Background: an optimization exercise with open tools, aiming at a short achievable clock period and few clock cycles. Do not read the settings as production practice. Only simulation tests tie the RTL to the original design; equivalence was not proved. Power is estimated from default activity; no workload was simulated.

==> exp/sierra <==
==> flow/design.v (excerpt) <==
module RV32I (
    input  wire         CLK,
    input  wire         RST_X,
    output wire [11:0]  imem_addr,
    input  wire [31:0]  imem_rdata,
    output wire [11:0]  dmem_addr,
    output wire  [3:0]  dmem_we,
    output wire [31:0]  dmem_wdata,
    input  wire [31:0]  dmem_rdata,
    output wire [31:0]  io_addr,
    output wire         io_we,
    output wire [31:0]  io_wdata,
    input  wire [31:0]  io_rdata
  );
    localparam NB = 8;
    wire        mp;           
    reg         mp_q;         
    wire [31:0] nT, nF;       
    wire        cond;
    wire        stall_d;      
    reg         bv   [0:NB-1];
    reg  [11:0] btag [0:NB-1];
    reg  [11:0] btgt [0:NB-1];
    reg   [1:0] bctr [0:NB-1];
    reg   [2:0] brr;
    reg  [31:0] pc_f;
    reg  [NB-1:0] bh;
    reg  [11:0] b_tgt;
    reg   [1:0] b_ctr;
    reg   [2:0] b_idx;
    reg  [NB-1:0] bc1;
    integer i;
    always @(*) begin
        b_tgt = 12'h0; b_ctr = 2'b0; b_idx = 3'd0;
        for (i = 0; i < NB; i = i + 1) begin
            bh[i] = bv[i] && (btag[i] == pc_f[13:2]);
            bc1[i] = bctr[i][1];
            if (bh[i]) begin
                b_tgt = b_tgt | btgt[i];
                b_ctr = b_ctr | bctr[i];
                b_idx = b_idx | i[2:0];
            end
        end
    end
    wire        b_hit = |bh;
    wire        pt_f  = |(bh & bc1);
    wire [31:0] pn_f  = pt_f ? {pc_f[31:14], b_tgt, 2'b00} : pc_f + 32'd4;
    reg  [11:0] ia_n;
    assign imem_addr = ~ia_n;
    reg         v_i;
    reg  [31:0] pc_i;
    reg  [11:0] pn_i;
    reg         pt_i, hit_i;
  ...
Settings: LEC_CHECK=0, ABC_CLOCK_PERIOD_IN_PS=1200, CAP_MARGIN=20, CORE_MARGIN=2, CORE_UTILIZATION=50, SETUP_SLACK_MARGIN=5, SLEW_MARGIN=20; clock period 8.0 ns.
run.sh (not shown) runs the stock make flow with config.mk's settings and CLKGATE_MAP_FILE= SYNTH_SCRIPT=/design/flow/synth_recipe.tcl, a recipe that flattens the netlist after the stock synthesis.
==> exp/juniper: changes against exp/sierra <==
--- a/flow/design.v
+++ b/flow/design.v
@@ -10,48 +10,44 @@
     output wire [31:0]  io_addr,
     output wire         io_we,
     output wire [31:0]  io_wdata,
     input  wire [31:0]  io_rdata
   );
     localparam NB = 8;
     wire        mp;           
     reg         mp_q;         
-    wire [31:0] nT, nF;       
-    wire        cond;
+    wire [31:0] redirect;
     wire        stall_d;      
     reg         bv   [0:NB-1];
     reg  [11:0] btag [0:NB-1];
     reg  [11:0] btgt [0:NB-1];
     reg   [1:0] bctr [0:NB-1];
     reg   [2:0] brr;
     reg  [31:0] pc_f;
     reg  [NB-1:0] bh;
     reg  [11:0] b_tgt;
     reg   [1:0] b_ctr;
     reg   [2:0] b_idx;
-    reg  [NB-1:0] bc1;
     integer i;
     always @(*) begin
         b_tgt = 12'h0; b_ctr = 2'b0; b_idx = 3'd0;
         for (i = 0; i < NB; i = i + 1) begin
             bh[i] = bv[i] && (btag[i] == pc_f[13:2]);
-            bc1[i] = bctr[i][1];
             if (bh[i]) begin
                 b_tgt = b_tgt | btgt[i];
                 b_ctr = b_ctr | bctr[i];
                 b_idx = b_idx | i[2:0];
             end
         end
     end
     wire        b_hit = |bh;
-    wire        pt_f  = |(bh & bc1);
+    wire        pt_f  = b_hit && b_ctr[1];
     wire [31:0] pn_f  = pt_f ? {pc_f[31:14], b_tgt, 2'b00} : pc_f + 32'd4;
-    reg  [11:0] ia_n;
-    assign imem_addr = ~ia_n;
+    assign imem_addr = pc_f[13:2];
     reg         v_i;
     reg  [31:0] pc_i;
     reg  [11:0] pn_i;
     reg         pt_i, hit_i;
     reg   [2:0] idx_i;
     reg   [1:0] q;
     reg  [31:0] q0_ins, q0_pc, q1_ins, q1_pc;
     reg  [11:0] q0_pn, q1_pn;
@@ -69,24 +65,23 @@
     wire        q_ne  = (qe != 2'd0);
     wire        pop   = dacc && q_ne;
     wire        push  = vi && !(dacc && !q_ne);
     wire  [1:0] q_nx  = qe - {1'b0, pop} + {1'b0, push};
     wire        iss   = (qe == 2'd0) || (qe == 2'd1 && !vi);
     always @(posedge CLK) begin
         if (!RST_X) begin
             pc_f <= 32'h10000000;
-            ia_n <= 12'hfff;
             v_i  <= 1'b0;
             q    <= 2'd0;
             v_d  <= 1'b0;
             mp_q <= 1'b0;
         end else begin
-            pc_f <= cond ? nT : nF;
-            ia_n <= ~(cond ? nT[13:2] : nF[13:2]);
+            if (mp)       pc_f <= redirect;
+            else if (iss) pc_f <= pn_f;
             v_i  <= iss;
             q    <= q_nx;
             if (dacc) v_d <= q_ne || vi;
             mp_q <= mp;
         end
     end
     always @(posedge CLK) begin
         pc_i  <= pc_f;
@@ -179,65 +174,38 @@
     wire wen_e  = wen_e0  && ev;
     wire ld_e   = ld_e0   && ev;
     wire st_e   = st_e0   && ev;
     wire br_e   = br_e0   && ev;
     wire jal_e  = jal_e0  && ev;
     reg         wen_m, ld_m;
     reg   [4:0] rd_m;
     reg   [2:0] f3_m;
-    reg  [31:0] val_m;        
-    reg  [31:0] lnk_m;
-    reg         jl_m;
+    reg  [31:0] val_m;
     reg         wen_m2, ld_m2;
     reg   [4:0] rd_m2;
     reg  [31:0] val_m2, iod_m2;
     reg         wen_w;
     reg   [4:0] rd_w;
     reg  [31:0] val_w;
     wire [31:0] res_e;
     wire [31:0] ldv;
-    wire [31:0] nx_ins = q_ne ? q0_ins : imem_rdata;
-    wire  [4:0] nrs1   = nx_ins[19:15];
-    wire  [4:0] nrs2   = nx_ins[24:20];
-    reg         mE1, mM1, m21, mW1, mE2, mM2, m22, mW2;
-    reg  [31:0] oh1, oh2;
-    always @(posedge CLK) begin
-        if (dacc) begin
-            mE1 <= (nrs1 == rd);   mM1 <= (nrs1 == rd_e);
-            m21 <= (nrs1 == rd_m); mW1 <= (nrs1 == rd_m2);
-            mE2 <= (nrs2 == rd);   mM2 <= (nrs2 == rd_e);
-            m22 <= (nrs2 == rd_m); mW2 <= (nrs2 == rd_m2);
-            oh1 <= 32'd1 << nrs1;
-            oh2 <= 32'd1 << nrs2;
-        end else begin
-            mE1 <= 1'b0; mM1 <= mE1; m21 <= mM1; mW1 <= m21;
-            mE2 <= 1'b0; mM2 <= mE2; m22 <= mM2; mW2 <= m22;
-        end
-    end
-    wire hE1 = wen_e  && mE1;
-    wire hM1 = wen_m  && mM1;
-    wire h21 = wen_m2 && m21;
-    wire hW1 = wen_w  && mW1;
-    wire hE2 = wen_e  && mE2;
-    wire hM2 = wen_m  && mM2;
-    wire h22 = wen_m2 && m22;
-    wire hW2 = wen_w  && mW2;
+    wire hE1 = wen_e  && rd_e  == rs1;
+    wire hM1 = wen_m  && rd_m  == rs1;
+    wire h21 = wen_m2 && rd_m2 == rs1;
+    wire hW1 = wen_w  && rd_w  == rs1;
+    wire hE2 = wen_e  && rd_e  == rs2;
+    wire hM2 = wen_m  && rd_m  == rs2;
+    wire h22 = wen_m2 && rd_m2 == rs2;
+    wire hW2 = wen_w  && rd_w  == rs2;
     wire st1 = use1 && (hE1 ? ld_e : hM1 ? ld_m : 1'b0);
     wire st2 = use2 && (hE2 ? ld_e : hM2 ? ld_m : 1'b0);
     assign stall_d = st1 || st2;
-    reg  [31:0] rf1, rf2;
-    integer r;
-    always @(*) begin
-        rf1 = 32'h0; rf2 = 32'h0;
-        for (r = 1; r < 32; r = r + 1) begin
-            rf1 = rf1 | ({32{oh1[r]}} & rf[r]);
-            rf2 = rf2 | ({32{oh2[r]}} & rf[r]);
-        end
-    end
+    wire [31:0] rf1 = (rs1 == 5'd0) ? 32'h0 : rf[rs1];
+    wire [31:0] rf2 = (rs2 == 5'd0) ? 32'h0 : rf[rs2];
     wire [31:0] e1  = (h21 && !hM1) ? val_m2 : hM1 ? val_m : hW1 ? val_w : rf1;
     wire [31:0] e2  = (h22 && !hM2) ? val_m2 : hM2 ? val_m : hW2 ? val_w : rf2;
     wire        l1  = h21 && !hM1 && ld_m2;    
     wire        l2  = h22 && !hM2 && ld_m2;
     wire [31:0] a_early = sp ? spv : e1;
     wire        a_fe    = !sp && hE1;
     wire [31:0] b_early = uimm ? imm : sp ? 32'h0 : e2;
     wire        b_fe    = !uimm && !sp && hE2;
@@ -312,34 +280,26 @@
                  | ({32{e_sll}}  & sll)
                  | ({32{e_slt}}  & {31'b0, lts})
                  | ({32{e_sltu}} & {31'b0, ltu})
                  | ({32{e_xor}}  & (opA ^ opB))
                  | ({32{e_srl}}  & srl)
                  | ({32{e_sra}}  & sra)
                  | ({32{e_or}}   & (opA | opB))
                  | ({32{e_and}}  & (opA & opB));
-    assign cond = (b_eq & eq) | (b_ne & ~eq) | (b_lt & lts) | (b_ge & ~lts) |
+    wire cond = (b_eq & eq) | (b_ne & ~eq) | (b_lt & lts) | (b_ge & ~lts) |
                 (b_ltu & ltu) | (b_geu & ~ltu);
     wire [31:0] tgt_e = {pch_e + tih_e + {17'h0, tc_e}, tlo_e};
     wire        hi_ok = (tz_e && !tc_e) || (to_e && tc_e);
     wire        ok_e  = pt_e && hi_ok && (tlo_e[13:2] == pn_e) && (tlo_e[1:0] == 2'b00);
     wire mpx_e = jalr_e0 || (jal_e0 && !ok_e) || (!br_e0 && !jal_e0 && pt_e);
     wire mpa_e = br_e0 && pt_e;
     wire mpb_e = br_e0 && (skp_e ? pt_e : !ok_e);
     assign mp = !mp_q && (kil ? pt_e : (mpx_e || (cond ? mpb_e : mpa_e)));
-    wire        mx  = !mp_q && (kil ? pt_e : mpx_e);
-    wire        mT  = !mp_q && !kil && mpb_e;
-    wire        mF  = !mp_q && !kil && mpa_e;
-    wire [31:0] rx  = kil ? pc4_e : jalr_e0 ? sum : jal_e0 ? tgt_e : pc4_e;
-    wire [31:0] nrm = iss ? pn_f : pc_f;
-    wire [31:0] rT  = mx ? rx : tgt_e;
-    wire [31:0] rF  = mx ? rx : pc4_e;
-    assign nT = (mx || mT) ? rT : nrm;
-    assign nF = (mx || mF) ? rF : nrm;
+    assign redirect = kil ? pc4_e : jalr_e0 ? sum : ((br_e0 && cond) || jal_e0) ? tgt_e : pc4_e;
     always @(posedge CLK) begin
         if (!RST_X)                                        kil <= 1'b0;
         else if (!mp_q && !kil && skp_e && cond && !pt_e)  kil <= 1'b1;
         else if (v_e)                                      kil <= 1'b0;
     end
     reg         u_v, u_tk, u_hit;
     reg   [2:0] u_idx;
     reg  [11:0] u_pc, u_tgt;
@@ -347,17 +307,17 @@
         if (!RST_X) u_v <= 1'b0;
         else        u_v <= (br_e && !skp_e) || jal_e;
         u_tk  <= (br_e0 && cond) || jal_e0;
         u_hit <= hit_e;
         u_idx <= idx_e;
         u_pc  <= pcw_e;
         u_tgt <= tgt_e[13:2];
     end
-    wire u_match = u_hit;
+    wire u_match = u_hit && bv[u_idx] && (btag[u_idx] == u_pc);
     integer j;
     always @(posedge CLK) begin
         if (!RST_X) begin
             for (j = 0; j < NB; j = j + 1) bv[j] <= 1'b0;
             brr <= 3'd0;
         end else if (u_v) begin
             if (u_match) begin
                 if (u_tk) begin
@@ -387,48 +347,41 @@
         end else begin
             wen_m  <= wen_e;
             ld_m   <= ld_e;
             m_we   <= (st_e && loc_e) ? we_b : 4'b0;
             m_iowe <= st_e && !loc_e;
         end
         rd_m   <= rd_e;
         f3_m   <= f3_e;
-        val_m  <= res_e;
-        lnk_m  <= pc4_e;
-        jl_m   <= jalr_e0;
+        val_m  <= jalr_e0 ? pc4_e : res_e;
         m_wd   <= (f3_e[1:0] == 2'd0) ? {4{opS[7:0]}} : (f3_e[1:0] == 2'd1) ? {2{opS[15:0]}} : opS;
         m_iowd <= opS;
     end
-    reg  [31:0] ma;
-    always @(posedge CLK) begin
-        if (!RST_X) ma <= 32'h0;
-        else        ma <= sum;
-    end
-    assign dmem_addr  = ma[13:2];
+    assign dmem_addr  = val_m[13:2];
     assign dmem_we    = m_we;
     assign dmem_wdata = m_wd;
-    assign io_addr    = ma;
+    assign io_addr    = val_m;
     assign io_we      = m_iowe;
     assign io_wdata   = m_iowd;
     wire [1:0] am    = val_m[1:0];
     wire       io_mn = (val_m[31:28] != 4'h1);
     wire       lb_m  = (f3_m[1:0] == 2'b00);
     wire       lh_m  = (f3_m[1:0] == 2'b01);
     reg  [3:0] s0, s1, sg;
     reg        s1e, sw, shs, sio;
     always @(posedge CLK) begin
         if (!RST_X) begin
             wen_m2 <= 1'b0; ld_m2 <= 1'b0;
         end else begin
             wen_m2 <= wen_m;
             ld_m2  <= ld_m;
         end
         rd_m2  <= rd_m;
-        val_m2 <= jl_m ? lnk_m : val_m;
+        val_m2 <= val_m;
         iod_m2 <= io_rdata;
         sio    <= io_mn;
         s0     <= io_mn ? 4'b0 : (4'b0001 << am);
         s1     <= (io_mn || lb_m) ? 4'b0 : (4'b0010 << am);
         sg     <= (io_mn || f3_m[2]) ? 4'b0 : lb_m ? (4'b0001 << am) : lh_m ? (4'b0010 << am) : 4'b0;
         s1e    <= !io_mn && lb_m;
         sw     <= !io_mn && !lb_m && !lh_m;
         shs    <= !io_mn && (lb_m || lh_m);
- CORE_UTILIZATION: 50 -> 55
==> summary of the runs <==
- Register-to-register slack is about the same in exp/sierra and exp/juniper.
- Against exp/juniper, the combinational power of exp/sierra is smaller by 15%.
- Against exp/sierra, the global-route usage of exp/juniper is lower by 2.8 points.
- In exp/juniper the worst hold slack is higher than in exp/sierra, by 3.1 ps.
- Between exp/sierra and exp/juniper, the lower worst setup slack is in exp/juniper (gap 5.6 ps).
- Of exp/sierra and exp/juniper, exp/juniper has the higher power (gap 6.6%, measured against exp/juniper).
- Of exp/sierra and exp/juniper, exp/sierra has the higher sequential power (gap about 4%, measured against exp/juniper).
- Between exp/juniper and exp/sierra, the lower sequential share of layout area is in exp/juniper (gap 5.3 points).
- Of exp/sierra and exp/juniper, exp/sierra has the higher via count (gap about 11%, measured against exp/juniper).
- Maximum frequency is about the same in exp/sierra and exp/juniper.
==> figures <==
quantity	exp/juniper	exp/sierra
Hold_ws	329.6 ps	326.5 ps
Data required time of the worst path	8770 ps	8760 ps
Fraction of the mapped netlist area in adder cells	2.200%	2.238%
Multi-input gate share of the layout cell area	36.94%	33.86%
CLK BUF	270	275
Mean number of vias per cell	7.014	7.413
Highest clock rate	0.2727 GHz	0.2731 GHz
Detail Placement HPWL	235200 um	276900 um
Status	finished clean	finished clean
Internal power component	35510 uW	32270 uW
Internal reg-to-reg setup slack	4330 ps	4340 ps
Floorplan core area	175900 um^2	190000 um^2
Final routed wirelength across all metal layers	394500 um	460200 um
Leakage power summed over all cells	0.04467 uW	0.04216 uW
Number of buffers inserted to repair setup after CTS	509	307
Proportion of synthesized area in mux cells	19.19%	4.645%
Comb. pwr	34200 uW	29000 uW
Relative contribution of combinational cells to total power	55.6%	50.6%
Met2 Usage GRT	65.57%	65.21%
Final weighted congestion in routability-driven placement	1.032	1.061
Startpoint of the lowest-slack hold path	idx_e[0]	pcw_e[8]
Testbench counts of exp/sierra, summed over its fixed seeds: cycles 933,141.
Testbench counts of exp/juniper, summed over its fixed seeds: cycles 933,141.

[what the ideal ports hide]
Ports are ideal in the flow. The routed layouts listed here were re-timed in OpenROAD.
Step 1, drivers: a clkbuf_16 drives CLK and a buf_2 each remaining input, both assumed.
Step 2 also shifts input and output timing later by t, the mid clock arrival at the registers, as if the neighbouring blocks saw the same clock.
Slacks: ideal / step 1 / step 2; pairs: ideal / step 1.
| run | t (ns) | setup WS [ns] | hold WS [ns] | clock arrival spread, ns | pins driven straight from the clock port |
|---|---|---|---|---|---|
| exp/sierra | 0.936 | 4.338 / 4.338 / 3.716 | 0.327 / 0.327 / 0.327 | 0.086 / 0.086 | 1 |
| exp/juniper | 0.964 | 4.333 / 4.333 / 3.731 | 0.330 / 0.330 / 0.330 | 0.041 / 0.041 | 1 |
After both steps setup and hold are still met in every run listed. For exp/sierra, which loses most, drivers alone change the setup slack by 0.000 ns; drivers and shift together by -0.622 ns.
